From an optimization exercise on the open Yosys and OpenROAD flow, aimed at a short achievable clock period and few clock cycles; shortcuts taken in it are not production practice.
Only simulation tests tie the RTL to the original design; equivalence was not proved.
No activity file was given, so power comes from the tool's default toggle rates.

===== flow/run.sh =====
#!/bin/bash
set -euo pipefail
cd "$(dirname "$0")/.."
bash standard.sh SETUP_SLACK_MARGIN=8.3 finish > flow_make.log 2>&1

===== standard.sh =====
#!/bin/bash
# synth_recipe.tcl (not shown) runs the flow's synth.tcl, then flattens the netlist and writes it again
# the make line also repeats each setting of config.mk as NAME=value (left out here)
make -C /OpenROAD-flow-scripts/flow DESIGN_CONFIG=/design/flow/config.mk WORK_HOME=/design/flow/orfs CLKGATE_MAP_FILE= SYNTH_SCRIPT=/design/flow/synth_recipe.tcl "${@:-finish}"

===== config.mk =====
export PLATFORM = sky130hd
export DESIGN_NAME = CPU
export DESIGN_NICKNAME = CPU
export VERILOG_FILES = /design/flow/design.v
export SDC_FILE = /design/flow/constraint.sdc
export NUM_CORES = 4
export LEC_CHECK = 0
export CAP_MARGIN = 20
export CORE_AREA = 5 5 415 415
export DIE_AREA = 0 0 420 420
export GPL_TIMING_DRIVEN = 1
export PLACE_DENSITY = 0.6
export SLEW_MARGIN = 20

===== constraint.sdc =====
create_clock -name core_clock -period 12.0 [get_ports {clk}]
set_input_delay 2.4000 -clock core_clock [delete_from_list [all_inputs] [get_ports {clk}]]
set_output_delay 2.4000 -clock core_clock [all_outputs]
set_load 0.01 [all_outputs]

===== design.v =====
module CPU (
  input  wire        clk,
  input  wire        rst_n,    
  output wire [31:0] imem_addr,
  input  wire [31:0] imem_rdata,
  output wire [31:0] dmem_addr,
  output wire [31:0] dmem_wdata,
  output wire        dmem_we,
  input  wire [31:0] dmem_rdata
);
localparam [6:0] OP_LD = 7'b0000011, OP_ST = 7'b0100011, OP_BR = 7'b1100011;
reg  [31:0] pc_f;
reg         v_d;
reg  [31:0] ir_d;
reg  [31:0] pc_d;
reg         v_e;
reg  [31:0] a_e, b_e, imm_e, tgt_e;
reg  [4:0]  rd_e;
reg         ld_e, st_e, br_e, wr_e;    
reg  [1:0]  op_e;                      
reg         wfwd_e;                    
reg  [31:0] addr_m, wdata_m, res_m;
reg         we_m, ld_m, wr_m;
reg  [4:0]  rd_m;
reg  [31:0] val_w;
reg         wr_w;
reg  [4:0]  rd_w;
reg  [31:0] rf [0:31];
assign imem_addr  = pc_f;
assign dmem_addr  = addr_m;
assign dmem_wdata = wdata_m;
assign dmem_we    = we_m;
wire [6:0]  opc_d  = ir_d[6:0];
wire [4:0]  rs1_d  = ir_d[19:15];
wire [4:0]  rs2_d  = ir_d[24:20];
wire [4:0]  rd_d   = ir_d[11:7];
wire        isld_d = opc_d == OP_LD;
wire        isst_d = opc_d == OP_ST;
wire        isbr_d = opc_d == OP_BR;
wire        isal_d = !isld_d && !isst_d && !isbr_d;
wire        same_d = rs1_d == rs2_d;
wire        jmp_d  = v_d && isbr_d && same_d;       
wire        cbr_d  = isbr_d && !same_d;             
wire [31:0] boff_d = {{20{ir_d[31]}}, ir_d[7], ir_d[30:25], ir_d[11:8], 1'b0};
wire [31:0] tgt_d  = pc_d + boff_d;
wire [31:0] imm_d  = isst_d ? {{20{ir_d[31]}}, ir_d[31:25], ir_d[11:7]}
                            : {{20{ir_d[31]}}, ir_d[31:20]};
wire [3:0]  f_d    = {ir_d[30], ir_d[14:12]};
wire [1:0]  aop_d  = (f_d == 4'b1000) ? 2'd1 :
                     (f_d == 4'b0111) ? 2'd2 :
                     (f_d == 4'b0110) ? 2'd3 : 2'd0;
wire        use1_d = !(isbr_d && same_d);
wire        use2_d = isal_d || cbr_d;
wire [31:0] sum_e = a_e + b_e;
wire [31:0] dif_e = a_e - b_e;
reg  [31:0] alu_e;
always @(*)
  case (op_e)
    2'd0: alu_e = sum_e;
    2'd1: alu_e = dif_e;
    2'd2: alu_e = a_e & b_e;
    default: alu_e = a_e | b_e;
  endcase
wire        fe1 = v_e && wr_e && rd_e == rs1_d;
wire        fe2 = v_e && wr_e && rd_e == rs2_d;
wire        le1 = v_e && ld_e && rd_e == rs1_d;
wire        le2 = v_e && ld_e && rd_e == rs2_d;
wire [31:0] val_m = ld_m ? dmem_rdata : res_m;
wire        fm1 = wr_m && rd_m == rs1_d;
wire        fm2 = wr_m && rd_m == rs2_d;
wire        fw1 = wr_w && rd_w == rs1_d;
wire        fw2 = wr_w && rd_w == rs2_d;
wire [31:0] op1_d = fe1 ? alu_e : fm1 ? val_m : fw1 ? val_w : rf[rs1_d];
wire [31:0] op2_d = fe2 ? alu_e : fm2 ? val_m : fw2 ? val_w : rf[rs2_d];
wire stall = v_d && ((use1_d && le1) || (use2_d && le2));
wire [31:0] addr_e  = a_e + imm_e;
wire        redir_e = v_e && br_e && (a_e == b_e);
wire        redir_d = jmp_d && !redir_e;
always @(posedge clk, posedge rst_n)
  if (rst_n) begin
    pc_f <= 32'd0;
    v_d  <= 1'b0;
    v_e  <= 1'b0;
    we_m <= 1'b0;
    wr_m <= 1'b0;
    wr_w <= 1'b0;
  end else begin
    if (redir_e)      pc_f <= tgt_e;
    else if (redir_d) pc_f <= tgt_d;
    else if (!stall)  pc_f <= pc_f + 32'd4;
    if (redir_e || redir_d) v_d <= 1'b0;
    else if (!stall)        v_d <= 1'b1;
    v_e  <= v_d && !stall && !redir_e && !jmp_d;
    we_m <= v_e && st_e;
    wr_m <= v_e && (wr_e || ld_e);
    wr_w <= wr_m;
  end
always @(posedge clk) begin
  if (!stall) begin
    ir_d <= imem_rdata;
    pc_d <= pc_f;
  end
  a_e    <= op1_d;
  b_e    <= op2_d;
  imm_e  <= imm_d;
  tgt_e  <= tgt_d;
  rd_e   <= rd_d;
  ld_e   <= isld_d;
  st_e   <= isst_d;
  br_e   <= cbr_d;
  wr_e   <= isal_d;
  op_e   <= aop_d;
  wfwd_e <= isst_d && le2 && !(use1_d && le1);
  addr_m  <= addr_e;
  wdata_m <= wfwd_e ? dmem_rdata : b_e;
  res_m   <= alu_e;
  ld_m    <= ld_e;
  rd_m    <= rd_e;
  val_w   <= val_m;
  rd_w    <= rd_m;
end
integer i;
always @(posedge clk, posedge rst_n)
  if (rst_n) begin
    for (i = 0; i < 32; i = i + 1)
      rf[i] <= i;
  end else if (wr_w)
    rf[rd_w] <= val_w;
endmodule

==> results.yml, run 1 <==
run_status:
  outcome: "complete, no violations"
route:
  postRouteWirelength_mm: 329.2
  first_pass_iters: 9
  drtAntennaViolNets: 0
  wl_per_cell_um: 36.45
  drt_iter0_markers: 11410
  vias: 63640
  post_drt_via_cell_ratio: 7.046
  detail_route.drc_violations: 0
finish:
  design_area_um2: 82100
  final_layout_size_suffix_gt1_share_pct: 30.10
  layout.filler_cells: 15040
  flow.area_growth_from_synthesis_pct: 15.20
  final_core_util_pct: 49.10
  num-nets-final: 6917
critical_path:
  crit_type: "flop to flop"
  startpoint_type: "flop"
  timing.critical_path.arrival_ps: 4580
  worstPathRequired_ps: 12720
  critical_path.endpoint_type: "flop"
  crit_path_max_fanout: 21
cts:
  cts_sinks: 1384
  tritoncts: "built"
  worst_skew_pair.late_latency_ps: 840
  ctsLongestPathBuffers: 3
  cts-buffers-inserted: 150
  cts_root_buffer: "clkbuf_16"
  clock_tree.htree_level_count: 4
  clk_pin_slew_ps: 60
timing:
  period_needed_ps: 3854
  finalSetupViolCount: 0
  max_freq_mhz: 259.4
  timing.final.max_slew_violations: 0
  actual_slew_at_the_worst_max_slew_pin_ps: 1226
  unrepaired_setup_endpoints_after_global_routing: "yes"
  fin_worst_skew_ps: 43.07
  final.period_utilization_pct: 32.12
  max-slew-margin-rel_pct: 18.07
  final-hold-violation-count: 0
global_routing:
  grt_max_degree: 153
  wire_length_of_the_first_global_routing_pass_mm: 458.4
  first_global_vias: 60130
  overflow: 0
  grt_antenna_before_repair: 11
  groute.usage.overall_pct: 36.30
pwr:
  p_leak_uw: 0.03614
  p_per_area_nw_per_um2: 238.6
  peakVddDrop_uv: 148.9
logic_synthesis:
  netlist.area_leader.share_pct: 34.45
  synth-main-ff-cell: "dfrtp_1"
  gate_count_after_technology_mapping: 6616
  synth_cell_type_count: 105
  synth.most_common_cell: "mux2_2"
  netlist_top_cells_count: "mux2_2 (1057), dfrtp_1 (981), a22oi_1 (856)"
  postSynthAreaPerCell_um2: 10.77
  synth.area.top_cells: "dfrtp_1 (34%), mux2_2 (17%), a22oi_1 (9.0%), dfxtp_1 (7.3%), nand2_1 (3.0%)"
  postSynthRegisterBits: 1384
  synth_largest_area_cell: "dfrtp_1"
  seq_area_frac_synth_pct: 47.37
  yosysWarnings: 2
  netlist_area_um2: 71270
  asyncSetResetFlopFracSynth_pct: 76.66
  synth-edff-count: 64
place:
  gp_congestion: 0.9733
  hpwlAfterDp_mm: 190.2
  dpl_cell_area_um2: 75420
  io_buffer_count: 162
floorplan:
  die_h_um: 420
  floorplan.initialDensity_pct: 42.62
  die_x_um: 420
  top_level_pins: 163
  die_area_um2: 176400
  core.rowCount: 150
  core_um2: 167200
worst_hold_path:
  min_path_type: "flop to flop"
run:
  maxCapViolations: 0
==> placed cells by master (no fill, tap or decap), drive strengths merged, types with 17 or more instances in the layout <==
| cell type | netlist | layout |
|---|---|---|
| a211oi | 57 | 57 |
| a21o | 67 | 67 |
| a21oi | 234 | 234 |
| a221oi | 47 | 47 |
| a22o | 36 | 36 |
| a22oi | 856 | 856 |
| a31oi | 24 | 24 |
| and2 | 18 | 18 |
| and3 | 28 | 28 |
| buf | 204 | 388 |
| clkbuf | 336 | 234 |
| clkdlybuf4s50 | 0 | 65 |
| clkinv | 0 | 24 |
| dfrtp | 981 | 981 |
| dfstp | 80 | 80 |
| dfxtp | 259 | 259 |
| edfxtp | 64 | 64 |
| ha | 160 | 160 |
| inv | 136 | 142 |
| mux2 | 1057 | 1057 |
| mux2i | 52 | 52 |
| nand2 | 566 | 566 |
| nand2b | 17 | 17 |
| nand3 | 101 | 101 |
| nand4 | 90 | 90 |
| nor2 | 281 | 281 |
| nor2b | 21 | 21 |
| nor3 | 79 | 79 |
| nor4 | 93 | 93 |
| o211ai | 61 | 61 |
| o21ai | 171 | 171 |
| o21bai | 23 | 23 |
| o2bb2ai | 20 | 20 |
| o31ai | 36 | 36 |
| or3 | 20 | 20 |
| xnor2 | 73 | 73 |
| xor2 | 48 | 48 |
==> timing repair <==
action / 4_1_cts / 5_1_grt
resized for setup: 523 / 70
cloned: 4 / 0
setup endpoints to repair: 768 / 99
setup buffers: 88 / 40
pin swaps: 36 / 24
hold buffers: 0 / 0
==> worst max-delay path, cell delays in order (launching register included) <==
cell and delay (ps):
edfxtp_1 320, buf_4 330, or3b_1 560, nor2_4 250, buf_4 570, a22o_1 230, a221oi_1 60, nand3_1 130
nor4_2 90, o31ai_1 820, a21oi_1 170, o21ai_0 180
==> flip-flops by register name (all words and copies together), names as in the netlist, 2 cells and up <==
signal and flops:
pc_d 32, tgt_e 32, rf 1024, b_e 32
ir_d 32, rd_m 5, wdata_m 32, addr_m 32
val_w 32, rd_e 5, op_e 2, pc_f 32
a_e 32, imm_e 12, rd_w 5, res_m 32
==> metal layers <==
metal	share of wire [%]	vias to the layer above	wire length, um	GRT usage, %
met5	0.063	-	206	0.1389
li1	-	24950	-	-
met3	14	1638	46480	14.00
met1	38	31590	125600	47.93
met4	8.2	11	27070	22.48
met2	39	5449	129800	49.75
==> where the power goes <==
part	internal [uW]	leakage, uW	switching (uW)
logic	2630	0.0171	3360
registers	6680	0.0165	2010
clock network	2870	0.00254	2040
total	12200	0.0361	7400
==> stage by stage <==
stage / total power, uW / std cells / hold WS, ps / setup TNS, ps / worst slack (ps)
after global placement: 14120 / 8607 / 356.1 / 0 / 6417
after CTS: 19170 / 8977 / 370.4 / 0 / 8171
after detailed placement: 14260 / 8607 / 365.0 / 0 / 6337
after floorplan: 11890 / 6616 / 347.9 / -4934480 / -4966
after global routing: 20340 / 9017 / 382.1 / 0 / 8170
final: 19590 / 9031 / 365.5 / 0 / 8146
==> final cells by class <==
class / count / area, um^2 / share of cell area [%]
clock inverter: 46 / 589.3 / 0.7178
timing repair inverter: 1 / 5.005 / 0.006096
tap: 2204 / 2758 / 3.359
sequential: 1384 / 33820 / 41.19
timing repair buffer: 458 / 3930 / 4.787
multi-input combinational: 4556 / 35860 / 43.68
clock buffer: 232 / 4588 / 5.588
inverter: 136 / 514.2 / 0.6264
antenna: 14 / 35.03 / 0.04267
==> cell families after synthesis <==
kind of cell    Yosys count  synth area share (%)
compound gates         1778                 17.84
simple gates           1384                 9.129
flops                  1384                 47.37
mux                    1109                 17.43
buf+inv                 676                 3.829
fa+ha+maj               164                 2.921
xor+xnor                121                 1.487
==> path summary, 6_finish.rpt <==
kind,startpoint,endpoint,slack (ps),cells after the start
worst max-delay path,ir_d[23]$_DFFE_PN_,b_e[29]$_DFF_P_,8150,11
worst min-delay path,pc_d[0]$_DFFE_PN_,tgt_e[0]$_DFF_P_,370,0
worst max register to register,ir_d[23]$_DFFE_PN_,b_e[29]$_DFF_P_,8150,11
worst min register to register,pc_d[0]$_DFFE_PN_,tgt_e[0]$_DFF_P_,370,0
max in group asynchronous,rst_n,rf[30][19]$_DFFE_PP0P_,8470,4
min in group asynchronous,rst_n,rf[17][7]$_DFFE_PP0P_,2120,3
Testbench counts, summed over its fixed seeds: cycles 33,871.
==> run 2, diff against run 1 <==
--- a/design.v
+++ b/design.v
@@ -15,2 +15,3 @@
 reg  [31:0] pc_d;
+reg  [31:0] s1_d, s2_d;                
 reg         v_e;
@@ -72,4 +73,14 @@
 wire        fw2 = wr_w && rd_w == rs2_d;
-wire [31:0] op1_d = fe1 ? alu_e : fm1 ? val_m : fw1 ? val_w : rf[rs1_d];
-wire [31:0] op2_d = fe2 ? alu_e : fm2 ? val_m : fw2 ? val_w : rf[rs2_d];
+reg  [31:0] r1_d, r2_d;
+integer k;
+always @(*) begin
+  r1_d = 32'd0;
+  r2_d = 32'd0;
+  for (k = 0; k < 32; k = k + 1) begin
+    r1_d = r1_d | (rf[k] & {32{s1_d[k]}});
+    r2_d = r2_d | (rf[k] & {32{s2_d[k]}});
+  end
+end
+wire [31:0] op1_d = fe1 ? alu_e : fm1 ? val_m : fw1 ? val_w : r1_d;
+wire [31:0] op2_d = fe2 ? alu_e : fm2 ? val_m : fw2 ? val_w : r2_d;
 wire stall = v_d && ((use1_d && le1) || (use2_d && le2));
@@ -101,2 +112,4 @@
     pc_d <= pc_f;
+    s1_d <= 32'd1 << imem_rdata[19:15];
+    s2_d <= 32'd1 << imem_rdata[24:20];
   end
==> results.yml, run 2 <==
run_status:
  outcome: "complete, no violations"
pwr:
  peakVddDrop_uv: 154.0
  p_per_area_nw_per_um2: 240.8
  p_leak_uw: 0.03467
critical_path:
  r2r_start: "s2_d[18]$_SDFFCE_PN0N_"
  crit_path_cell_trace: "buf_4 -> a22o_1 -> a221oi_1 -> nand3_1 -> nor4_1 -> a211oi_1 -> a211oi_1 -> a21oi_1"
  worst_setup_path_startpoint: "s2_d[18]$_SDFFCE_PN0N_"
  critical_path.endpoint_type: "flop"
  startpoint_type: "flop"
  slowest_delay_ps: 1060
  cpLargestDelayFamily: "simple AND/OR/NAND/NOR gates"
  cpMostUsedCell: "a211oi_1"
  worstPathRequired_ps: 12650
  timing.critical_path.slowest_stage_cell: "nor4_1"
  worstPathBufferInverterCount: 1
  timing.critical_path.arrival_ps: 4450
  crit_path_max_fanout: 23
  timing.reg2reg.setup_slack_ps: 8200
  crit_type: "flop to flop"
cts:
  cts_root_buffer: "clkbuf_16"
  clk_pin_slew_ps: 60
  ctsLongestPathBuffers: 3
  ctsHoldBuffers: 0
  worst_skew_pair.late_latency_ps: 800
  cts-buffers-inserted: 154
  clock_tree.htree_level_count: 4
  cts_sinks: 1448
  tritoncts: "built"
finish:
  final_layout_size_suffix_gt1_share_pct: 29.35
  num-nets-final: 6604
  layout.filler_cells: 14870
  largest_register_ffs: 1024
  multiInputGateArea_um2: 34000
  total_area_of_sequential_cells_um2: 35760
  top_register: "rf"
  most-common-layout-cells: "mux2_2 (1060), dfrtp_1 (956), a22oi_1 (755)"
  most_frequent_standard_cell_in_the_layout_excluding_fill_and_tap_cells: "mux2_2"
  flow.area_growth_from_synthesis_pct: 14.15
  final_core_util_pct: 48.81
logic_synthesis:
  synth_largest_area_cell: "dfrtp_1"
  postSynthRegisterBits: 1448
  yosysWarnings: 2
  postSynthAreaPerCell_um2: 11.26
  synth-edff-count: 128
  netlist_top_cells_count: "mux2_2 (1060), dfrtp_1 (981), a22oi_1 (755)"
  synth.most_common_cell: "mux2_2"
  netlist_area_um2: 71490
  synth.area.top_cells: "dfrtp_1 (34%), mux2_2 (17%), a22oi_1 (7.9%), dfxtp_1 (7.3%), edfxtp_1 (5.4%)"
  seq_area_frac_synth_pct: 49.90
  synth-main-ff-cell: "dfrtp_1"
  netlist.area_leader.share_pct: 34.34
  asyncSetResetFlopFracSynth_pct: 73.27
  gate_count_after_technology_mapping: 6347
  synth_cell_type_count: 79
timing:
  max-slew-margin-rel_pct: 11.36
  unrepaired_setup_endpoints_after_global_routing: "yes"
  timing.final.ws_setup_ps: 8200
  max_freq_mhz: 263.2
  period_needed_ps: 3800
  timing.final.max_slew_violations: 0
  finalSetupViolCount: 0
  final.period_utilization_pct: 31.67
  final-hold-violation-count: 0
  fin_worst_skew_ps: 20.34
  actual_slew_at_the_worst_max_slew_pin_ps: 1317
route:
  drtAntennaViolNets: 0
  drt_iter0_markers: 10640
  post_drt_via_cell_ratio: 7.004
  first_pass_iters: 12
  detail_route.drc_violations: 0
  vias: 61040
  wl_per_cell_um: 36.19
  postRouteWirelength_mm: 315.4
global_routing:
  grt_max_degree: 133
  overflow: 0
  grt_antenna_before_repair: 11
  first_global_vias: 58710
  wire_length_of_the_first_global_routing_pass_mm: 439.4
  groute.usage.overall_pct: 34.75
place:
  hpwlAfterDp_mm: 174.7
  pre_cts_slack_ps: 6741
  gp_congestion: 0.9238
  io_buffer_count: 162
floorplan:
  die_x_um: 420
  die_area_um2: 176400
  die_h_um: 420
  core_um2: 167200
  floorplan.initialDensity_pct: 42.75
  core.rowCount: 150
  top_level_pins: 163
worst_hold_path:
  holdCritStartpoint: "pc_d[0]$_DFFE_PN_"
  min_path_type: "flop to flop"
run:
  maxCapViolations: 0
run 2: cell families after synthesis:
family,Yosys count,synth area share (%)
xor+xnor,113,1.384
compound gates,1783,17.93
simple gates,1096,7.483
buf+inv,673,3.556
fa+ha+maj,161,2.860
mux,1073,16.88
flops,1448,49.90
run 2: path summary, 6_finish.rpt:
kind / endpoint / cells after the start
min in group asynchronous: rf[2][5]$_DFFE_PP0P_ / 3
max in group asynchronous: rf[28][16]$_DFFE_PP0P_ / 5
hold reg to reg: tgt_e[0]$_DFF_P_ / 0
hold / removal: tgt_e[0]$_DFF_P_ / 0
setup reg to reg: b_e[16]$_DFF_P_ / 8
setup / recovery: b_e[16]$_DFF_P_ / 8
run 2: area by class of cell:
class / instances / share of cell area (%)
clock buffers: 219 / 5.418
flip-flops and latches: 1448 / 43.81
multi-input cells: 4226 / 41.66
diodes: 14 / 0.04293
clock inverters: 57 / 0.8095
repair buffers: 402 / 4.196
inverters: 144 / 0.6761
well taps: 2204 / 3.379
repair inverters: 1 / 0.006132
run 2: power breakdown:
| part | switching (uW) | leakage (uW) | total [uW] | internal, uW |
|---|---|---|---|---|
| combinational | 3180 | 0.0150 | 5830 | 2650 |
| clock | 2070 | 0.00249 | 4900 | 2830 |
| sequential | 1930 | 0.0172 | 8930 | 7000 |
| total | 7180 | 0.0347 | 19700 | 12500 |
run 2: per-layer routing:
metal,wire length [um],vias to the layer above,GRT usage [%]
li1,-,24220,-
met1,116700,30360,44.70
met2,127100,4987,48.40
met3,45450,1463,13.80
met4,25960,11,22.23
met5,209,-,0.3056
run 2: timing repair:
| item | in CTS | in global routing |
|---|---|---|
| endpoints found under the setup margin | 918 | 696 |
| pin swaps | 2 | 12 |
| gates cloned | 3 | 2 |
| setup buffers | 32 | 14 |
| resized for setup | 486 | 62 |
run 2: per-stage QoR:
step / setup TNS [ps] / instances / area (um^2) / hold slack, ps / total power [uW]
6_report: 0 / 8715 / 81610 / 372.5 / 19650
5_1_grt: 0 / 8706 / 81590 / 395.4 / 20480
4_1_cts: 0 / 8682 / 81030 / 371.4 / 19280
3_5_place_dp: 0 / 8371 / 75720 / 356.2 / 14390
3_3_place_gp: 0 / 8370 / 75680 / 354.9 / 14210
2_1_floorplan: -4934480 / 6347 / 71500 / 347.9 / 12130
Testbench counts of run 2, summed over its fixed seeds: cycles 33,871.
==> run 3, diff against run 2 <==
--- a/design.v
+++ b/design.v
@@ -1 +1,109 @@
+module jtarget (
+  input  wire [31:0] pc,
+  input  wire [31:0] ir,
+  output wire [11:0] lo,     
+  output wire        cy,     
+  output wire        sg,     
+  output wire [18:0] hip,    
+  output wire [18:0] him     
+);
+wire [12:0] off = {ir[31], ir[7], ir[30:25], ir[11:8], 1'b0};
+ksh #(.W(12)) tadd (.a(pc[12:1]), .b(off[12:1]), .cin(1'b0), .s(lo), .cout(cy));
+incdec #(.W(19)) hid (.x(pc[31:13]), .inc(hip), .dec(him));
+assign sg = off[12];
+endmodule
+module jdet (input wire [31:0] ir, output wire j);
+assign j = ir[6:0] == 7'b1100011 && ir[19:15] == ir[24:20];
+endmodule
+module pcsel (
+  input  wire [31:0] pc,
+  input  wire [11:0] lo,
+  input  wire        cy,
+  input  wire        sg,
+  input  wire [18:0] hip,
+  input  wire [18:0] him,
+  input  wire [31:0] other,
+  input  wire        jsel,
+  output wire [31:0] pc_n
+);
+wire [18:0] hi = pc[31:13];
+wire [18:0] th = cy ? (sg ? hi : hip) : (sg ? him : hi);
+assign pc_n = jsel ? {th, lo, pc[0]} : other;
+endmodule
+module incdec #(parameter W = 19) (
+  input  wire [W-1:0] x,
+  output wire [W-1:0] inc,
+  output wire [W-1:0] dec
+);
+genvar i;
+generate
+  for (i = 0; i < W; i = i + 1) begin : b
+    if (i == 0) begin : lsb
+      assign inc[i] = ~x[i];
+      assign dec[i] = ~x[i];
+    end else begin : upper
+      assign inc[i] = x[i] ^ (&x[i-1:0]);
+      assign dec[i] = x[i] ^ ~(|x[i-1:0]);
+    end
+  end
+endgenerate
+endmodule
+module ksh #(parameter W = 12) (
+  input  wire [W-1:0] a,
+  input  wire [W-1:0] b,
+  input  wire         cin,
+  output wire [W-1:0] s,
+  output wire         cout
+);
+localparam L = (W <= 2) ? 1 : (W <= 4) ? 2 : (W <= 8) ? 3 : (W <= 16) ? 4 : (W <= 32) ? 5 : 6;
+wire [W-1:0] g [0:L];
+wire [W-1:0] p [0:L];
+wire [W-1:0] h;
+genvar l, i;
+generate
+  for (i = 0; i < W; i = i + 1) begin : base
+    if (i == 0) begin : c0
+      gen2c u (.a(a[i]), .b(b[i]), .c(cin), .g(g[0][i]), .t(p[0][i]));
+    end else begin : cn
+      gen2 u (.a(a[i]), .b(b[i]), .g(g[0][i]), .t(p[0][i]));
+    end
+    xr   x (.a(a[i]), .b(b[i]), .y(h[i]));
+  end
+  for (l = 0; l < L; l = l + 1) begin : lvl
+    for (i = 0; i < W; i = i + 1) begin : bt
+      if (i >= (1 << l)) begin : m
+        pgc u (.g(g[l][i]), .p(p[l][i]), .gl(g[l][i-(1<<l)]), .pl(p[l][i-(1<<l)]),
+               .go(g[l+1][i]), .po(p[l+1][i]));
+      end else begin : pass
+        assign g[l+1][i] = g[l][i];
+        assign p[l+1][i] = p[l][i];
+      end
+    end
+  end
+  for (i = 0; i < W; i = i + 1) begin : sm
+    if (i == 0) begin : z
+      xr x (.a(h[i]), .b(cin), .y(s[i]));
+    end else begin : nz
+      xr x (.a(h[i]), .b(g[L][i-1]), .y(s[i]));
+    end
+  end
+endgenerate
+assign cout = g[L][W-1];
+endmodule
+module gen2 (input wire a, input wire b, output wire g, output wire t);
+assign g = a & b;
+assign t = a | b;
+endmodule
+module gen2c (input wire a, input wire b, input wire c, output wire g, output wire t);
+assign g = (a & b) | ((a | b) & c);
+assign t = a | b;
+endmodule
+module pgc (input wire g, input wire p, input wire gl, input wire pl,
+            output wire go, output wire po);
+assign go = g | (p & gl);
+assign po = p & pl;
+endmodule
+module xr (input wire a, input wire b, output wire y);
+assign y = a ^ b;
+endmodule
 module CPU (
@@ -12,2 +120,3 @@
 reg  [31:0] pc_f;
+reg  [31:0] pc_o;                      
 reg         v_d;
@@ -22,2 +131,3 @@
 reg         wfwd_e;                    
+reg         lf1_e, lf2_e;              
 reg  [31:0] addr_m, wdata_m, res_m;
@@ -29,3 +139,3 @@
 reg  [31:0] rf [0:31];
-assign imem_addr  = pc_f;
+assign imem_addr  = pc_o;
 assign dmem_addr  = addr_m;
@@ -41,5 +151,3 @@
 wire        isal_d = !isld_d && !isst_d && !isbr_d;
-wire        same_d = rs1_d == rs2_d;
-wire        jmp_d  = v_d && isbr_d && same_d;       
-wire        cbr_d  = isbr_d && !same_d;             
+wire        cbr_d  = isbr_d;                        
 wire [31:0] boff_d = {{20{ir_d[31]}}, ir_d[7], ir_d[30:25], ir_d[11:8], 1'b0};
@@ -52,6 +160,10 @@
                      (f_d == 4'b0110) ? 2'd3 : 2'd0;
-wire        use1_d = !(isbr_d && same_d);
+wire        use1_d = 1'b1;
 wire        use2_d = isal_d || cbr_d;
-wire [31:0] sum_e = a_e + b_e;
-wire [31:0] dif_e = a_e - b_e;
+wire        late_d = isal_d && aop_d[1];
+wire [31:0] al_e  = lf1_e ? dmem_rdata : a_e;
+wire [31:0] bl_e  = lf2_e ? dmem_rdata : b_e;
+wire [31:0] sum_e, dif_e;
+ksh #(.W(32)) sadd (.a(a_e), .b(b_e),  .cin(1'b0), .s(sum_e), .cout());
+ksh #(.W(32)) dsub (.a(a_e), .b(~b_e), .cin(1'b1), .s(dif_e), .cout());
 reg  [31:0] alu_e;
@@ -61,4 +173,4 @@
     2'd1: alu_e = dif_e;
-    2'd2: alu_e = a_e & b_e;
-    default: alu_e = a_e | b_e;
+    2'd2: alu_e = al_e & bl_e;
+    default: alu_e = al_e | bl_e;
   endcase
@@ -85,6 +197,19 @@
 wire [31:0] op2_d = fe2 ? alu_e : fm2 ? val_m : fw2 ? val_w : r2_d;
-wire stall = v_d && ((use1_d && le1) || (use2_d && le2));
-wire [31:0] addr_e  = a_e + imm_e;
+wire stall = v_d && !late_d && ((use1_d && le1) || (use2_d && le2));
+wire [31:0] addr_e;
+ksh #(.W(32)) aadd (.a(a_e), .b(imm_e), .cin(1'b0), .s(addr_e), .cout());
 wire        redir_e = v_e && br_e && (a_e == b_e);
-wire        redir_d = jmp_d && !redir_e;
+wire        jmp_f;
+jdet jd (.ir(imem_rdata), .j(jmp_f));
+wire [11:0] lo_f;
+wire        cy_f, sg_f;
+wire [18:0] hip_f, him_f;
+wire [31:0] pc_n, pc_n2;
+wire [31:0] pc_oth = redir_e ? tgt_e : stall ? pc_f : pc_f + 32'd4;
+wire        jsel_f = jmp_f && !redir_e && !stall;
+jtarget jt  (.pc(pc_f), .ir(imem_rdata), .lo(lo_f), .cy(cy_f), .sg(sg_f), .hip(hip_f), .him(him_f));
+pcsel   ps  (.pc(pc_f), .lo(lo_f), .cy(cy_f), .sg(sg_f), .hip(hip_f), .him(him_f),
+             .other(pc_oth), .jsel(jsel_f), .pc_n(pc_n));
+pcsel   ps2 (.pc(pc_f), .lo(lo_f), .cy(cy_f), .sg(sg_f), .hip(hip_f), .him(him_f),
+             .other(pc_oth), .jsel(jsel_f), .pc_n(pc_n2));
 always @(posedge clk, posedge rst_n)
@@ -92,2 +217,3 @@
     pc_f <= 32'd0;
+    pc_o <= 32'd0;
     v_d  <= 1'b0;
@@ -98,8 +224,7 @@
   end else begin
-    if (redir_e)      pc_f <= tgt_e;
-    else if (redir_d) pc_f <= tgt_d;
-    else if (!stall)  pc_f <= pc_f + 32'd4;
-    if (redir_e || redir_d) v_d <= 1'b0;
-    else if (!stall)        v_d <= 1'b1;
-    v_e  <= v_d && !stall && !redir_e && !jmp_d;
+    pc_f <= pc_n;
+    pc_o <= pc_n2;
+    if (redir_e)     v_d <= 1'b0;
+    else if (!stall) v_d <= !jmp_f;
+    v_e  <= v_d && !stall && !redir_e;
     we_m <= v_e && st_e;
@@ -126,2 +251,4 @@
   wfwd_e <= isst_d && le2 && !(use1_d && le1);
+  lf1_e  <= late_d && use1_d && le1;
+  lf2_e  <= late_d && use2_d && le2;
   addr_m  <= addr_e;
--- a/config.mk
+++ b/config.mk
@@ -13 +13,3 @@
 export SLEW_MARGIN = 20
+export SYNTH_HIERARCHICAL = 1
+export SYNTH_MINIMUM_KEEP_SIZE = 0
==> results.yml, run 3 <==
run_status:
  outcome: "complete, no violations"
route:
  first_pass_iters: 10
  wl_per_cell_um: 36.71
  drtAntennaViolNets: 0
  postRouteWirelength_mm: 352.6
  detail_route.drc_violations: 0
  vias: 67790
  post_drt_via_cell_ratio: 7.059
  drt_iter0_markers: 11380
finish:
  most_frequent_standard_cell_in_the_layout_excluding_fill_and_tap_cells: "mux2_2"
  most-common-layout-cells: "mux2_2 (1078), dfrtp_1 (1013), a22oi_1 (788)"
  final_layout_size_suffix_gt1_share_pct: 28.63
  stdcell_count: 9604
  num-nets-final: 7358
  layout.filler_cells: 14550
  design_area_um2: 89840
  top_register: "rf"
  final_core_util_pct: 53.72
  flow.area_growth_from_synthesis_pct: 13.54
  largest_register_ffs: 1024
timing:
  actual_slew_at_the_worst_max_slew_pin_ps: 1362
  final-hold-violation-count: 0
  finalSetupViolCount: 0
  fin_worst_skew_ps: 32.25
  final.period_utilization_pct: 32.65
  whs_ps: 352.6
  period_needed_ps: 3918
  tns_ps: 0
  timing.final.max_slew_violations: 0
  max_freq_mhz: 255.3
  unrepaired_setup_endpoints_after_global_routing: "yes"
  max-slew-margin-rel_pct: 9.232
critical_path:
  critical_path.endpoint_type: "flop"
  startpoint_type: "flop"
  worstPathBufferInverterCount: 1
  timing.critical_path.slowest_stage_cell: "edfxtp_1"
  worstPathRequired_ps: 12740
  crit_path_cell_trace: "buf_4 -> a22oi_1 -> nand4_1 -> nor4_1 -> a211oi_1 -> a21oi_1 -> o21ai_0"
  cpLargestDelayFamily: "compound AO/OA/AOI/OAI gates"
  crit_path_max_fanout: 23
  slowest_delay_ps: 1260
  timing.critical_path.arrival_ps: 4660
  crit_type: "flop to flop"
cts:
  cts_root_buffer: "clkbuf_16"
  clk_pin_slew_ps: 60
  cts_sinks: 1482
  worst_skew_pair.late_latency_ps: 840
  clock_tree.htree_level_count: 4
  ctsHoldBuffers: 0
  cts-buffers-inserted: 162
  tritoncts: "built"
  ctsLongestPathBuffers: 3
global_routing:
  overflow: 0
  grt_antenna_before_repair: 8
  first_global_vias: 65620
  wire_length_of_the_first_global_routing_pass_mm: 492.3
  grt_max_degree: 166
  groute.usage.overall_pct: 38.95
pwr:
  power.clock.fraction_pct: 23.6
  intPower_uw: 13450
  p_leak_uw: 0.04029
  p_seq_share_pct: 44.0
  switch_pwr_uw: 8229
  power_frac_comb_pct: 32.3
  power.switching_fraction_pct: 37.96
  p_per_area_nw_per_um2: 241.3
  peakVddDrop_uv: 213.0
floorplan:
  top_level_pins: 163
  die_h_um: 420
  floorplan.initialDensity_pct: 47.32
  core_um2: 167200
  die_x_um: 420
  die_area_um2: 176400
  core.rowCount: 150
place:
  io_buffer_count: 162
  place.detailed.instances: 9228
  gp_congestion: 0.9496
  dpl_cell_area_um2: 83320
  hpwlAfterDp_mm: 200.1
logic_synthesis:
  netlist_area_um2: 79120
  gate_count_after_technology_mapping: 7187
  yosysWarnings: 10
  postSynthAreaPerCell_um2: 11.01
run:
  maxCapViolations: 0
worst_hold_path:
  min_path_type: "flop to flop"
## run 3: power groups by stage
stage	Clock, uW	Sequential (uW)	Combinational (uW)
global placement	0	9410	6710
floorplan	0	8540	4980
CTS	5150	9390	6810
detailed placement	0	9460	6810
global route	5350	9690	7490
finish	5130	9540	7010
## run 3: worst paths after layout
check	startpoint	endpoint	slack (ps)	cells past startpoint
setup reg to reg	s1_d[11]$_SDFFCE_PP0N_	a_e[22]$_DFF_P_	8080	7
hold reg to reg	pc_d[0]$_DFFE_PN_	tgt_e[0]$_DFF_P_	350	0
max in group asynchronous	rst_n	rf[3][4]$_DFFE_PP0P_	8420	5
min in group asynchronous	rst_n	rf[5][23]$_DFFE_PP0P_	2160	3
hold / removal	pc_d[0]$_DFFE_PN_	tgt_e[0]$_DFF_P_	350	0
setup / recovery	s1_d[11]$_SDFFCE_PP0N_	a_e[22]$_DFF_P_	8080	7
## run 3: metal layers
metal	global-route usage (%)	part of all wire [%]
met3	14.83	14
met5	0.5835	0.041
met4	23.78	7.8
met1	50.37	37
met2	55.00	41
## run 3: final cells by class
class                      instances  area, um^2  area share (%)
timing repair buffer             409        3817           4.249
multi-input combinational       5083       40850           45.47
sequential                      1482       36560           40.69
timing repair inverter             1       5.005        0.005571
clock buffer                     256        4935           5.493
tap                             2204        2758           3.070
antenna                           13       32.53         0.03621
clock inverter                    45       466.7          0.5195
inverter                         111       422.9          0.4707
## run 3: timing repair
item / 4_1_cts / 5_1_grt
setup endpoints to repair: 937 / 780
cloned: 16 / 2
gates resized for setup: 577 / 68
buffers inserted: 26 / 15
pin swaps: 28 / 27
## run 3: per-stage QoR
step,total power (uW),setup WS (ps)
global placement,16120,6142
CTS,21350,8172
global route,22530,8194
detailed placement,16270,6140
floorplan,13520,-5414
finish,21680,8082
Testbench counts of run 3, summed over its fixed seeds: cycles 31,563.
==> run 4, diff against run 3 <==
--- a/design.v
+++ b/design.v
@@ -16,2 +16,5 @@
 assign j = ir[6:0] == 7'b1100011 && ir[19:15] == ir[24:20];
+endmodule
+module dec5 (input wire [4:0] a, output wire [31:0] y);
+assign y = 32'd1 << a;
 endmodule
@@ -124,3 +127,3 @@
 reg  [31:0] pc_d;
-reg  [31:0] s1_d, s2_d;                
+reg  [31:0] s1l_d, s1h_d, s2l_d, s2h_d;
 reg         v_e;
@@ -191,4 +194,4 @@
   for (k = 0; k < 32; k = k + 1) begin
-    r1_d = r1_d | (rf[k] & {32{s1_d[k]}});
-    r2_d = r2_d | (rf[k] & {32{s2_d[k]}});
+    r1_d = r1_d | (rf[k] & {{16{s1h_d[k]}}, {16{s1l_d[k]}}});
+    r2_d = r2_d | (rf[k] & {{16{s2h_d[k]}}, {16{s2l_d[k]}}});
   end
@@ -201,4 +204,10 @@
 wire        redir_e = v_e && br_e && (a_e == b_e);
-wire        jmp_f;
-jdet jd (.ir(imem_rdata), .j(jmp_f));
+wire [31:0] s1l_f, s1h_f, s2l_f, s2h_f;
+dec5 d1l (.a(imem_rdata[19:15]), .y(s1l_f));
+dec5 d1h (.a(imem_rdata[19:15]), .y(s1h_f));
+dec5 d2l (.a(imem_rdata[24:20]), .y(s2l_f));
+dec5 d2h (.a(imem_rdata[24:20]), .y(s2h_f));
+wire        jmp_f, jmp2_f;
+jdet jd  (.ir(imem_rdata), .j(jmp_f));
+jdet jd2 (.ir(imem_rdata), .j(jmp2_f));
 wire [11:0] lo_f;
@@ -208,3 +217,4 @@
 wire [31:0] pc_oth = redir_e ? tgt_e : stall ? pc_f : pc_f + 32'd4;
-wire        jsel_f = jmp_f && !redir_e && !stall;
+wire        jsel_f  = jmp_f && !redir_e && !stall;
+wire        jsel2_f = jmp2_f && !redir_e && !stall;
 jtarget jt  (.pc(pc_f), .ir(imem_rdata), .lo(lo_f), .cy(cy_f), .sg(sg_f), .hip(hip_f), .him(him_f));
@@ -213,3 +223,3 @@
 pcsel   ps2 (.pc(pc_f), .lo(lo_f), .cy(cy_f), .sg(sg_f), .hip(hip_f), .him(him_f),
-             .other(pc_oth), .jsel(jsel_f), .pc_n(pc_n2));
+             .other(pc_oth), .jsel(jsel2_f), .pc_n(pc_n2));
 always @(posedge clk, posedge rst_n)
@@ -237,4 +247,6 @@
     pc_d <= pc_f;
-    s1_d <= 32'd1 << imem_rdata[19:15];
-    s2_d <= 32'd1 << imem_rdata[24:20];
+    s1l_d <= s1l_f;
+    s1h_d <= s1h_f;
+    s2l_d <= s2l_f;
+    s2h_d <= s2h_f;
   end
==> flow/run.sh (replaced) <==
#!/bin/bash
set -euo pipefail
cd "$(dirname "$0")/.."
bash standard.sh SETUP_SLACK_MARGIN=8.6 finish > flow_make.log 2>&1
==> results.yml, run 4 <==
run_status:
  outcome: "complete, no violations"
critical_path:
  worstPathBufferInverterCount: 1
  timing.critical_path.arrival_ps: 1400
  critical_path.endpoint_type: "output pin"
  timing.reg2reg.worst_path_depth: 13
  worstPathRequired_ps: 9600
  startpoint_type: "flop"
  crit_path_max_fanout: 1
  crit_path_cell_trace: "buf_2"
  crit_type: "flop to output pin"
  r2r_start: "a_e[2]$_DFF_P_"
  regToRegEndpoint: "pc_f[22]$_DFF_PP0_"
  timing.critical_path.slowest_stage_cell: "dfrtp_1"
  worst_setup_path_startpoint: "pc_o[8]$_DFF_PP0_"
  cpLargestDelayFamily: "flip-flops"
  slowest_delay_ps: 430
  timing.reg2reg.setup_slack_ps: 8400
floorplan:
  floorplan.initialDensity_pct: 48.98
  die_area_um2: 176400
  die_x_um: 420
  top_level_pins: 163
  die_h_um: 420
  core.rowCount: 150
  core_um2: 167200
place:
  gp_congestion: 0.9667
  place.detailed.instances: 9463
  dpl_cell_area_um2: 86000
  hpwlAfterDp_mm: 208.7
  io_buffer_count: 162
route:
  drtAntennaViolNets: 0
  first_pass_iters: 10
  wl_per_cell_um: 36.22
  drt_iter0_markers: 12080
  vias: 69590
  postRouteWirelength_mm: 357.5
  post_drt_via_cell_ratio: 7.049
  detail_route.drc_violations: 0
pwr:
  p_leak_uw: 0.04135
  p_per_area_nw_per_um2: 235.8
  peakVddDrop_uv: 174.6
finish:
  design_area_um2: 93840
  stdcell_count: 9872
  num-nets-final: 7627
  layout.filler_cells: 14200
  final_layout_size_suffix_gt1_share_pct: 29.79
  most-common-layout-cells: "mux2_2 (1082), a22oi_1 (1051), dfrtp_1 (1013)"
  total_area_of_sequential_cells_um2: 38520
  most_frequent_standard_cell_in_the_layout_excluding_fill_and_tap_cells: "mux2_2"
  largest_register_ffs: 1024
  multiInputGateArea_um2: 41800
  flow.area_growth_from_synthesis_pct: 14.56
  top_register: "rf"
timing:
  actual_slew_at_the_worst_max_slew_pin_ps: 1237
  timing.final.max_slew_violations: 0
  fin_worst_skew_ps: 26.69
  final-hold-violation-count: 0
  unrepaired_setup_endpoints_after_global_routing: "yes"
  finalSetupViolCount: 0
  whs_ps: 368.7
  period_needed_ps: 3805
  max_freq_mhz: 262.8
  final.period_utilization_pct: 31.71
  max-slew-margin-rel_pct: 17.02
worst_hold_path:
  min_path_cells: 0
  min_path_type: "flop to flop"
  holdPathEnd: "tgt_e[0]$_DFF_P_"
  holdCritStartpoint: "pc_d[0]$_DFFE_PN_"
global_routing:
  grt_max_degree: 140
  first_global_vias: 66860
  wire_length_of_the_first_global_routing_pass_mm: 500.3
  overflow: 0
  groute.usage.overall_pct: 39.44
  grt_antenna_before_repair: 16
logic_synthesis:
  postSynthAreaPerCell_um2: 10.97
  gate_count_after_technology_mapping: 7470
  yosysWarnings: 10
  netlist_area_um2: 81910
cts:
  clk_pin_slew_ps: 60
  cts-buffers-inserted: 163
  ctsLongestPathBuffers: 3
  cts_sinks: 1546
  clock_tree.htree_level_count: 4
  worst_skew_pair.late_latency_ps: 830
  cts_root_buffer: "clkbuf_16"
  tritoncts: "built"
run:
  maxCapViolations: 0
## run 4: cell count changes in the layout (fill, tap and decap cells not counted), sizes merged, moves of 16 or more
cell,change
buf,+61
edfxtp,+64
a221oi,-134
a22o,-131
clkinv,+23
nor2,+63
xor2,-25
nand3,-123
clkbuf,-35
nand2,+16
nand4,+138
xnor2,+28
a22oi,+263
## run 4: per-layer routing
metal | routed length (um) | up-vias | GRT usage, %
li1 | - | 28000 | -
met1 | 136700 | 34660 | 51.51
met2 | 145300 | 5367 | 55.10
met3 | 49200 | 1551 | 15.72
met4 | 26240 | 16 | 23.10
met5 | 142 | - | 0.3890
## run 4: what timing repair did
| action | in CTS | in global routing |
|---|---|---|
| setup endpoints to repair | 1067 | 735 |
| cloned | 23 | 3 |
| resized for setup | 710 | 138 |
| pin swaps | 48 | 33 |
| setup buffers | 51 | 17 |
| endpoints found under the hold margin | 0 | 0 |
| hold buffers | 0 | 0 |
## run 4: area by class of cell
type	count	area share, %
repair inverters	1	0.005333
clock buffers	225	4.916
clock inverters	81	1.031
diodes	8	0.02133
multi-input cells	5232	44.55
repair buffers	470	5.063
inverters	105	0.4280
well taps	2204	2.939
flip-flops and latches	1546	41.05
## run 4: how the worst max path moves through the flow
stage	to	cells past startpoint
floorplan	pc_f[0]$_DFF_PP0_	1
CTS	imem_addr[8]	1
finish	imem_addr[8]	1
global placement	pc_o[16]$_DFF_PP0_	9
detailed placement	pc_o[16]$_DFF_PP0_	9
global route	imem_addr[8]	1
## run 4: power breakdown
group | internal [uW] | switching (uW) | leakage (uW)
Clock | 3040 | 2270 | 0.00274
Sequential | 7460 | 2420 | 0.0181
Combinational | 3360 | 3580 | 0.0205
Total | 13900 | 8270 | 0.0414
## run 4: stage by stage
| step | worst slack, ps | TNS, ps | util (%) | power [uW] |
|---|---|---|---|---|
| final | 8195 | 0 | 56.12 | 22130 |
| after global routing | 8179 | 0 | 56.10 | 22980 |
| after CTS | 8145 | 0 | 55.67 | 21760 |
| after detailed placement | 5422 | 0 | 51.43 | 16390 |
| after global placement | 5417 | 0 | 51.40 | 16250 |
| after floorplan | -5414 | -5572100 | - | 13680 |
Testbench counts of run 4, summed over its fixed seeds: cycles 31,563.
==> run 5, diff against run 4 <==
--- a/design.v
+++ b/design.v
@@ -204,7 +204,9 @@
 wire        redir_e = v_e && br_e && (a_e == b_e);
+wire [4:0]  rs1_n = stall ? rs1_d : imem_rdata[19:15];
+wire [4:0]  rs2_n = stall ? rs2_d : imem_rdata[24:20];
 wire [31:0] s1l_f, s1h_f, s2l_f, s2h_f;
-dec5 d1l (.a(imem_rdata[19:15]), .y(s1l_f));
-dec5 d1h (.a(imem_rdata[19:15]), .y(s1h_f));
-dec5 d2l (.a(imem_rdata[24:20]), .y(s2l_f));
-dec5 d2h (.a(imem_rdata[24:20]), .y(s2h_f));
+dec5 d1l (.a(rs1_n), .y(s1l_f));
+dec5 d1h (.a(rs1_n), .y(s1h_f));
+dec5 d2l (.a(rs2_n), .y(s2l_f));
+dec5 d2h (.a(rs2_n), .y(s2h_f));
 wire        jmp_f, jmp2_f;
@@ -247,7 +249,7 @@
     pc_d <= pc_f;
-    s1l_d <= s1l_f;
-    s1h_d <= s1h_f;
-    s2l_d <= s2l_f;
-    s2h_d <= s2h_f;
-  end
+  end
+  s1l_d  <= s1l_f;
+  s1h_d  <= s1h_f;
+  s2l_d  <= s2l_f;
+  s2h_d  <= s2h_f;
   a_e    <= op1_d;
==> results.yml, run 5 <==
run_status:
  outcome: "complete, no violations"
critical_path:
  startpoint_type: "flop"
  timing.critical_path.slowest_stage_cell: "dfrtp_1"
  cpLargestDelayFamily: "flip-flops"
  crit_path_cell_trace: "buf_2"
  timing.reg2reg.worst_path_depth: 12
  worstPathBufferInverterCount: 1
  slowest_delay_ps: 430
  critical_path.endpoint_type: "output pin"
  regToRegEndpoint: "b_e[21]$_DFF_P_"
  timing.critical_path.arrival_ps: 1440
  worstPathRequired_ps: 9600
  r2r_start: "b_e[19]$_DFF_P_"
  timing.reg2reg.setup_slack_ps: 8620
  crit_type: "flop to output pin"
  crit_path_max_fanout: 1
place:
  hpwlAfterDp_mm: 206.0
  io_buffer_count: 162
  gp_congestion: 0.9565
timing:
  fin_worst_skew_ps: 58.78
  finalSetupViolCount: 0
  max_freq_mhz: 260.6
  tns_ps: 0
  whs_ps: 340.6
  final-hold-violation-count: 0
  max-slew-margin-rel_pct: 15.52
  actual_slew_at_the_worst_max_slew_pin_ps: 1267
  period_needed_ps: 3838
  unrepaired_setup_endpoints_after_global_routing: "yes"
  final.period_utilization_pct: 31.98
  timing.final.max_slew_violations: 0
run:
  maxCapViolations: 0
pwr:
  peakVddDrop_uv: 159.4
  intPower_uw: 14070
  power_frac_comb_pct: 32.2
  p_leak_uw: 0.04097
  p_seq_share_pct: 44.0
  power.clock.fraction_pct: 23.8
  power.switching_fraction_pct: 38.08
  switch_pwr_uw: 8657
  p_per_area_nw_per_um2: 247.3
cts:
  cts_root_buffer: "clkbuf_16"
  clock_tree.htree_level_count: 4
  cts_sinks: 1546
  ctsHoldBuffers: 0
  worst_skew_pair.late_latency_ps: 880
  tritoncts: "built"
  clk_pin_slew_ps: 60
  cts-buffers-inserted: 167
  ctsLongestPathBuffers: 3
logic_synthesis:
  gate_count_after_technology_mapping: 7503
  yosysWarnings: 10
  postSynthAreaPerCell_um2: 10.78
  netlist_area_um2: 80920
worst_hold_path:
  min_path_type: "flop to flop"
  holdPathEnd: "tgt_e[0]$_DFF_P_"
  min_path_cells: 0
  holdCritStartpoint: "pc_d[0]$_DFFE_PN_"
route:
  detail_route.drc_violations: 0
  wl_per_cell_um: 36.40
  drtAntennaViolNets: 0
  first_pass_iters: 11
  drt_iter0_markers: 10540
  post_drt_via_cell_ratio: 7.061
  vias: 69410
  postRouteWirelength_mm: 357.8
finish:
  top_register: "rf"
  flow.area_growth_from_synthesis_pct: 13.60
  final_layout_size_suffix_gt1_share_pct: 29.86
  num-nets-final: 7577
  layout.filler_cells: 14540
  most_frequent_standard_cell_in_the_layout_excluding_fill_and_tap_cells: "mux2_2"
  most-common-layout-cells: "mux2_2 (1085), dfrtp_1 (1010), a22oi_1 (786)"
  largest_register_ffs: 1024
floorplan:
  die_h_um: 420
  core.rowCount: 150
  core_um2: 167200
  floorplan.initialDensity_pct: 48.39
  top_level_pins: 163
  die_x_um: 420
  die_area_um2: 176400
global_routing:
  grt_antenna_before_repair: 19
  wire_length_of_the_first_global_routing_pass_mm: 496.4
  grt_max_degree: 94
  overflow: 0
  groute.usage.overall_pct: 39.26
  first_global_vias: 66880
==> run 5: worst max-delay path by stage <==
stage / startpoint / end / cells after the start
detailed placement: imem_rdata[31] / pc_f[15]$_DFF_PP0_ / 9
global placement: imem_rdata[31] / pc_f[31]$_DFF_PP0_ / 9
CTS: pc_o[31]$_DFF_PP0_ / imem_addr[31] / 1
global route: pc_o[31]$_DFF_PP0_ / imem_addr[31] / 1
finish: pc_o[31]$_DFF_PP0_ / imem_addr[31] / 1
floorplan: rst_n / pc_f[0]$_DFF_PP0_ / 1
==> run 5: final cells by class <==
type                       count  area, um^2  area share, %
clock buffer                 235        4797          5.219
antenna                       15       37.54        0.04083
timing repair buffer         371        3630          3.949
timing repair inverter         1       5.005       0.005445
clock inverter                76       965.9          1.051
sequential                  1546       37370          40.65
tap                         2204        2758          3.000
inverter                     108       435.4         0.4737
multi-input combinational   5274       41930          45.61
==> run 5: repair_timing <==
| action | in CTS | in global routing |
|---|---|---|
| setup buffers | 34 | 12 |
| endpoints found under the setup margin | 1087 | 915 |
| cloned | 21 | 13 |
| pin swaps | 28 | 58 |
| gates resized for setup | 582 | 204 |
==> run 5: stage by stage <==
stage	util, %	setup slack [ps]	cell area (um^2)	total power, uW	instances
after floorplan	-	-5414	80940	14100	7508
after global placement	50.48	6435	84420	16820	9423
after detailed placement	50.48	6364	84420	16960	9423
after CTS	54.34	8098	90870	22370	9789
after global routing	54.95	8115	91880	23710	9815
final	54.97	8162	91920	22730	9830
==> run 5: metal layers <==
metal  global-route usage [%]  wire, um  vias to the layer above
met5                   0.7502       176                        -
met1                    50.24    135300                    34540
met3                    15.95     49350                     1706
met2                    55.72    145800                     5314
met4                    22.97     27150                       14
li1                         -         -                    27840
==> run 5: power by group through the flow <==
stage	clock network [uW]	registers, uW	logic, uW
after floorplan	0	8820	5290
after global placement	0	9840	6990
after detailed placement	0	9880	7080
after CTS	5440	9830	7100
after global routing	5660	10200	7870
final	5420	10000	7320
Testbench counts of run 5, summed over its fixed seeds: cycles 31,563.
==> run 6, diff against run 5 <==
--- a/design.v
+++ b/design.v
@@ -128,2 +128,3 @@
 reg  [31:0] s1l_d, s1h_d, s2l_d, s2h_d;
+reg         fe1_d, fe2_d, le1_d, le2_d;
 reg         v_e;
@@ -179,6 +180,6 @@
   endcase
-wire        fe1 = v_e && wr_e && rd_e == rs1_d;
-wire        fe2 = v_e && wr_e && rd_e == rs2_d;
-wire        le1 = v_e && ld_e && rd_e == rs1_d;
-wire        le2 = v_e && ld_e && rd_e == rs2_d;
+wire        fe1 = fe1_d;
+wire        fe2 = fe2_d;
+wire        le1 = le1_d;
+wire        le2 = le2_d;
 wire [31:0] val_m = ld_m ? dmem_rdata : res_m;
@@ -204,9 +205,7 @@
 wire        redir_e = v_e && br_e && (a_e == b_e);
-wire [4:0]  rs1_n = stall ? rs1_d : imem_rdata[19:15];
-wire [4:0]  rs2_n = stall ? rs2_d : imem_rdata[24:20];
 wire [31:0] s1l_f, s1h_f, s2l_f, s2h_f;
-dec5 d1l (.a(rs1_n), .y(s1l_f));
-dec5 d1h (.a(rs1_n), .y(s1h_f));
-dec5 d2l (.a(rs2_n), .y(s2l_f));
-dec5 d2h (.a(rs2_n), .y(s2h_f));
+dec5 d1l (.a(imem_rdata[19:15]), .y(s1l_f));
+dec5 d1h (.a(imem_rdata[19:15]), .y(s1h_f));
+dec5 d2l (.a(imem_rdata[24:20]), .y(s2l_f));
+dec5 d2h (.a(imem_rdata[24:20]), .y(s2h_f));
 wire        jmp_f, jmp2_f;
@@ -249,7 +248,11 @@
     pc_d <= pc_f;
-  end
-  s1l_d  <= s1l_f;
-  s1h_d  <= s1h_f;
-  s2l_d  <= s2l_f;
-  s2h_d  <= s2h_f;
+    s1l_d <= s1l_f;
+    s1h_d <= s1h_f;
+    s2l_d <= s2l_f;
+    s2h_d <= s2h_f;
+  end
+  fe1_d  <= !stall && v_d && isal_d && rd_d == imem_rdata[19:15];
+  fe2_d  <= !stall && v_d && isal_d && rd_d == imem_rdata[24:20];
+  le1_d  <= !stall && v_d && isld_d && rd_d == imem_rdata[19:15];
+  le2_d  <= !stall && v_d && isld_d && rd_d == imem_rdata[24:20];
   a_e    <= op1_d;
==> results.yml, run 6 <==
critical_path:
  cp-endpoint: "dmem_we"
  cpLargestDelayFamily: "flip-flops"
  worstPathBufferInverterCount: 1
  worst_setup_path_startpoint: "we_m$_DFF_PP0_"
  timing.reg2reg.worst_path_depth: 4
  slowest_delay_ps: 470
  r2r_start: "wr_w$_DFF_PP0_"
  startpoint_type: "flop"
  worstPathRequired_ps: 9600
  timing.critical_path.slowest_stage_cell: "dfrtp_2"
  regToRegEndpoint: "rf[15][10]$_DFFE_PP0P_"
  crit_type: "flop to output pin"
  crit_path_max_fanout: 1
  worst-path-stages: 1
  timing.reg2reg.setup_slack_ps: 8500
  crit_path_cell_trace: "buf_6"
  critical_path.endpoint_type: "output pin"
  timing.critical_path.arrival_ps: 1440
timing:
  actual_slew_at_the_worst_max_slew_pin_ps: 1423
  fin_worst_skew_ps: 50.81
  timing.final.max_slew_violations: 0
  period_needed_ps: 3845
  whs_ps: 293.8
  max_freq_mhz: 260.1
  finalSetupViolCount: 0
  final.period_utilization_pct: 32.04
  max-slew-margin-rel_pct: 4.271
  unrepaired_setup_endpoints_after_global_routing: "yes"
  final-hold-violation-count: 0
  tns_ps: 0
pwr:
  peakVddDrop_uv: 159.5
  p_leak_uw: 0.04099
  total_power_uw: 22510
  p_per_area_nw_per_um2: 242.0
route:
  vias: 69270
  first_pass_iters: 11
  detail_route.drc_violations: 0
  wl_per_cell_um: 36.32
  post_drt_via_cell_ratio: 7.091
  drtAntennaViolNets: 0
  postRouteWirelength_mm: 354.8
  drt_iter0_markers: 11350
floorplan:
  floorplan.initialDensity_pct: 48.90
  core_um2: 167200
  die_h_um: 420
  die_x_um: 420
  core.rowCount: 150
  top_level_pins: 163
  die_area_um2: 176400
cts:
  tritoncts: "built"
  cts_sinks: 1550
  cts-buffers-inserted: 167
  worst_skew_pair.late_latency_ps: 840
  ctsLongestPathBuffers: 3
  clock_tree.htree_level_count: 4
  cts_root_buffer: "clkbuf_16"
  clk_pin_slew_ps: 60
  ctsHoldBuffers: 0
finish:
  multiInputGateArea_um2: 41560
  most_frequent_standard_cell_in_the_layout_excluding_fill_and_tap_cells: "mux2_2"
  top_register: "rf"
  final_layout_size_suffix_gt1_share_pct: 30.28
  flow.area_growth_from_synthesis_pct: 13.75
  layout.filler_cells: 14280
  largest_register_ffs: 1024
  num-nets-final: 7524
  most-common-layout-cells: "mux2_2 (1102), a22oi_1 (1048), dfrtp_1 (1011)"
  total_area_of_sequential_cells_um2: 38610
  design_area_um2: 93010
place:
  dpl_cell_area_um2: 85840
  io_buffer_count: 162
  gp_congestion: 0.9545
  hpwlAfterDp_mm: 206.1
worst_hold_path:
  min_path_cells: 0
  min_path_type: "flop to flop"
logic_synthesis:
  postSynthAreaPerCell_um2: 11.07
  gate_count_after_technology_mapping: 7386
  yosysWarnings: 10
  netlist_area_um2: 81760
global_routing:
  groute.usage.overall_pct: 39.04
  grt_antenna_before_repair: 15
  first_global_vias: 66990
  overflow: 0
  grt_max_degree: 136
  wire_length_of_the_first_global_routing_pass_mm: 494.6
run_status:
  outcome: "complete, no violations"
run:
  maxCapViolations: 0
[run 6: per-stage QoR]
stage                     instances  utilization, %  setup slack [ps]
final                          9769           55.62              8155
after global routing           9762           55.61              8131
after CTS                      9747           55.16              8118
after detailed placement       9382           51.33              6263
after global placement         9382           51.33              6381
after floorplan                7391               -             -5414
[run 6: cell type report]
class                   count  share of cell area (%)
clock inverters            52                  0.6699
diodes                      8                 0.02152
multi-input cells        5144                   44.69
inverters                 124                  0.5045
repair buffers            429                   4.221
well taps                2204                   2.965
clock buffers             258                   5.412
flip-flops and latches   1550                   41.52
[run 6: layer usage]
metal | global-route usage, % | vias up | part of all wire (%)
li1 | - | 27640 | -
met1 | 50.53 | 34440 | 38
met5 | 0.8058 | - | 0.058
met3 | 17.12 | 1589 | 14
met4 | 20.65 | 18 | 6.8
met2 | 54.91 | 5579 | 41
[run 6: timing repair]
action | 4_1_cts | 5_1_grt
pin swaps | 48 | 44
setup endpoints to repair | 1065 | 580
setup buffers | 34 | 7
cloned | 21 | 5
hold endpoints to repair | 0 | 0
gates resized for setup | 669 | 160
[run 6: worst min path at each step]
stage	start	end	slack [ps]
floorplan	rd_e[0]$_DFF_P_	rd_m[0]$_DFF_P_	310
global placement	rd_e[4]$_DFF_P_	rd_m[4]$_DFF_P_	310
detailed placement	rd_e[0]$_DFF_P_	rd_m[0]$_DFF_P_	310
CTS	rd_e[0]$_DFF_P_	rd_m[0]$_DFF_P_	300
global route	rd_e[0]$_DFF_P_	rd_m[0]$_DFF_P_	300
finish	rd_e[0]$_DFF_P_	rd_m[0]$_DFF_P_	290
[run 6: power by group]
group / internal [uW] / switching [uW] / leakage [uW]
logic: 3450 / 3560 / 0.0202
clock network: 3150 / 2250 / 0.00278
registers: 7560 / 2540 / 0.0181
total: 14200 / 8360 / 0.0410
Testbench counts of run 6, summed over its fixed seeds: cycles 31,563.
==> run 7, diff against run 6 <==
--- a/design.v
+++ b/design.v
@@ -136,2 +136,5 @@
 reg         lf1_e, lf2_e;              
+reg         lsa_e;                     
+reg         lsa_m, lsub_m, lpa_m;      
+reg  [31:0] oth_m;                     
 reg  [31:0] addr_m, wdata_m, res_m;
@@ -166,2 +169,5 @@
 wire        use2_d = isal_d || cbr_d;
+wire        dep1_d = use1_d && le1;
+wire        dep2_d = use2_d && le2;
+wire        lsa_d  = isal_d && !aop_d[1] && (dep1_d ^ dep2_d);
 wire        late_d = isal_d && aop_d[1];
@@ -184,3 +190,6 @@
 wire        le2 = le2_d;
-wire [31:0] val_m = ld_m ? dmem_rdata : res_m;
+wire [31:0] lsum_m, ldif_m;
+ksh #(.W(32)) msadd (.a(val_w),                  .b(oth_m),                   .cin(1'b0), .s(lsum_m), .cout());
+ksh #(.W(32)) mssub (.a(lpa_m ? val_w : oth_m), .b(lpa_m ? ~oth_m : ~val_w), .cin(1'b1), .s(ldif_m), .cout());
+wire [31:0] val_m = ld_m ? dmem_rdata : lsa_m ? (lsub_m ? ldif_m : lsum_m) : res_m;
 wire        fm1 = wr_m && rd_m == rs1_d;
@@ -201,3 +210,3 @@
 wire [31:0] op2_d = fe2 ? alu_e : fm2 ? val_m : fw2 ? val_w : r2_d;
-wire stall = v_d && !late_d && ((use1_d && le1) || (use2_d && le2));
+wire stall = v_d && ((!late_d && !lsa_d && (dep1_d || dep2_d)) || (lsa_e && (fe1 || fe2)));
 wire [31:0] addr_e;
@@ -268,4 +277,9 @@
   wfwd_e <= isst_d && le2 && !(use1_d && le1);
-  lf1_e  <= late_d && use1_d && le1;
-  lf2_e  <= late_d && use2_d && le2;
+  lf1_e  <= (late_d || lsa_d) && dep1_d;
+  lf2_e  <= late_d && dep2_d;
+  lsa_e  <= lsa_d;
+  lsa_m  <= v_e && lsa_e;
+  lsub_m <= op_e[0];
+  lpa_m  <= lf1_e;
+  oth_m  <= lf1_e ? b_e : a_e;
   addr_m  <= addr_e;
==> results.yml, run 7 <==
timing:
  unrepaired_setup_endpoints_after_global_routing: "yes"
  period_needed_ps: 3816
  fin_worst_skew_ps: 73.54
  max-slew-margin-rel_pct: 8.464
  finalSetupViolCount: 0
  final.period_utilization_pct: 31.80
  max_freq_mhz: 262.0
  timing.final.max_slew_violations: 0
  tns_ps: 0
  actual_slew_at_the_worst_max_slew_pin_ps: 1360
  final-hold-violation-count: 0
cts:
  cts_root_buffer: "clkbuf_16"
  cts-buffers-inserted: 172
  ctsHoldBuffers: 0
  ctsLongestPathBuffers: 3
  clock_tree.htree_level_count: 4
  worst_skew_pair.late_latency_ps: 890
  cts_sinks: 1586
  tritoncts: "built"
  clk_pin_slew_ps: 60
critical_path:
  cpLargestDelayFamily: "flip-flops"
  timing.reg2reg.setup_slack_ps: 8380
  r2r_start: "lpa_m$_DFF_P_"
  crit_path_cell_trace: "buf_2"
  worstPathRequired_ps: 9600
  cp-endpoint: "imem_addr[29]"
  crit_type: "flop to output pin"
  timing.critical_path.slowest_stage_cell: "dfrtp_1"
  startpoint_type: "flop"
  crit_path_max_fanout: 1
  critical_path.endpoint_type: "output pin"
  timing.critical_path.arrival_ps: 1420
  timing.reg2reg.worst_path_depth: 16
  worst-path-stages: 1
  regToRegEndpoint: "b_e[27]$_DFF_P_"
  slowest_delay_ps: 410
  worst_setup_path_startpoint: "pc_o[29]$_DFF_PP0_"
  worstPathBufferInverterCount: 1
route:
  drt_iter0_markers: 12190
  detail_route.drc_violations: 0
  postRouteWirelength_mm: 399.4
  wl_per_cell_um: 36.61
  post_drt_via_cell_ratio: 7.098
  first_pass_iters: 10
  drtAntennaViolNets: 0
  vias: 77430
finish:
  most-common-layout-cells: "dfrtp_1 (1013), mux2_2 (909), a22oi_1 (757)"
  top_register: "rf"
  stdcell_count: 10910
  largest_register_ffs: 1024
  final_layout_size_suffix_gt1_share_pct: 28.34
  most_frequent_standard_cell_in_the_layout_excluding_fill_and_tap_cells: "dfrtp_1"
  final_core_util_pct: 61.54
  design_area_um2: 102900
  num-nets-final: 8651
  flow.area_growth_from_synthesis_pct: 15.05
floorplan:
  die_h_um: 420
  die_area_um2: 176400
  core_um2: 167200
  top_level_pins: 163
  die_x_um: 420
  core.rowCount: 150
  floorplan.initialDensity_pct: 53.49
logic_synthesis:
  gate_count_after_technology_mapping: 8435
  postSynthAreaPerCell_um2: 10.60
  yosysWarnings: 10
  netlist_area_um2: 89450
pwr:
  p_per_area_nw_per_um2: 253.0
  total_power_uw: 26040
  p_leak_uw: 0.04787
  peakVddDrop_uv: 173.1
global_routing:
  grt_antenna_before_repair: 13
  wire_length_of_the_first_global_routing_pass_mm: 554.2
  overflow: 0
  groute.usage.overall_pct: 43.89
  first_global_vias: 74440
  grt_max_degree: 89
run_status:
  outcome: "complete, no violations"
worst_hold_path:
  min_path_cells: 0
  min_path_type: "flop to flop"
place:
  io_buffer_count: 162
  place.detailed.instances: 10420
  gp_congestion: 0.9691
  dpl_cell_area_um2: 93580
  hpwlAfterDp_mm: 237.4
run:
  maxCapViolations: 0
-- run 7: per-stage QoR --
stage	setup slack (ps)	hold WS [ps]
global placement	6312	311.3
floorplan	-5414	309.6
detailed placement	6280	312.1
finish	8184	298.9
CTS	8158	314.3
global route	8160	316.9
-- run 7: cell type report --
class,count,area [um^2]
fill,13790,64320
antenna,17,42.54
clock inverter,80,874.6
clock buffer,240,4915
timing repair buffer,572,5559
inverter,141,533.0
sequential,1586,39350
multi-input combinational,6069,48880
tap,2204,2758
-- run 7: worst min path at each step --
stage	startpoint	end
3_5_place_dp	rd_e[1]$_DFF_P_	rd_m[1]$_DFF_P_
6_report	ld_e$_DFF_P_	ld_m$_DFF_P_
5_1_grt	ld_e$_DFF_P_	ld_m$_DFF_P_
2_1_floorplan	rd_e[0]$_DFF_P_	rd_m[0]$_DFF_P_
4_1_cts	ld_e$_DFF_P_	ld_m$_DFF_P_
3_3_place_gp	rd_e[2]$_DFF_P_	rd_m[2]$_DFF_P_
-- run 7: per-layer routing --
layer | GRT usage, % | wire, um | vias up
met1 | 55.61 | 148000 | 38270
li1 | - | - | 31320
met3 | 15.65 | 51590 | 1939
met5 | 0.6113 | 161 | -
met2 | 63.31 | 166000 | 5891
met4 | 28.65 | 33650 | 12
-- run 7: where the power goes --
group / total [uW] / switching (uW) / internal (uW)
Clock: 5510 / 2410 / 3100
Sequential: 9900 / 2250 / 7650
Combinational: 10600 / 5770 / 4860
-- run 7: timing repair --
action / 4_1_cts / 5_1_grt
gates resized for setup: 827 / 285
cloned: 31 / 6
pin swaps: 169 / 101
setup buffers: 78 / 38
setup endpoints to repair: 1060 / 1112
Testbench counts of run 7, summed over its fixed seeds: cycles 31,370.

port drivers added, routing unchanged:
The results above use ideal ports. As a check the final layouts listed here were re-extracted and re-timed, cells and wires unchanged.
Step 1 sets driving cells, clkbuf_16 on the clock port and buf_2 on the other inputs (assumed; they add their load-dependent delay and slew).
Step 2 moves the port delays by t, midway between the first and last clock arrival at a register: inputs arrive t later, outputs are due t later. That takes back most of the time a late clock gives input paths.
Slacks: no drivers / after step 1 / after step 2; pairs: no drivers / after step 1.
| run | t (ns) | setup slack, ns | worst slew at a driven data input, ns |
|---|---|---|---|
| run 1 | 0.912 | 8.146 / 8.113 / 7.630 | 0.04 |
| run 2 | 0.875 | 8.200 / 8.137 / 7.563 | 0.11 |
| run 3 | 0.907 | 8.082 / 8.082 / 7.358 | 0.16 |
| run 4 | 0.887 | 8.195 / 8.117 / 7.430 | 0.15 |
| run 5 | 0.929 | 8.162 / 8.080 / 7.605 | 0.06 |
| run 6 | 0.896 | 8.155 / 8.071 / 7.582 | 0.06 |
| run 7 | 0.941 | 8.184 / 8.096 / 7.451 | 0.06 |
After both steps every run listed still meets setup and hold. For run 4, which loses most, drivers alone change the setup slack by -0.078 ns; drivers and shift together by -0.765 ns. The worst setup slack also covers recovery checks on asynchronous resets.
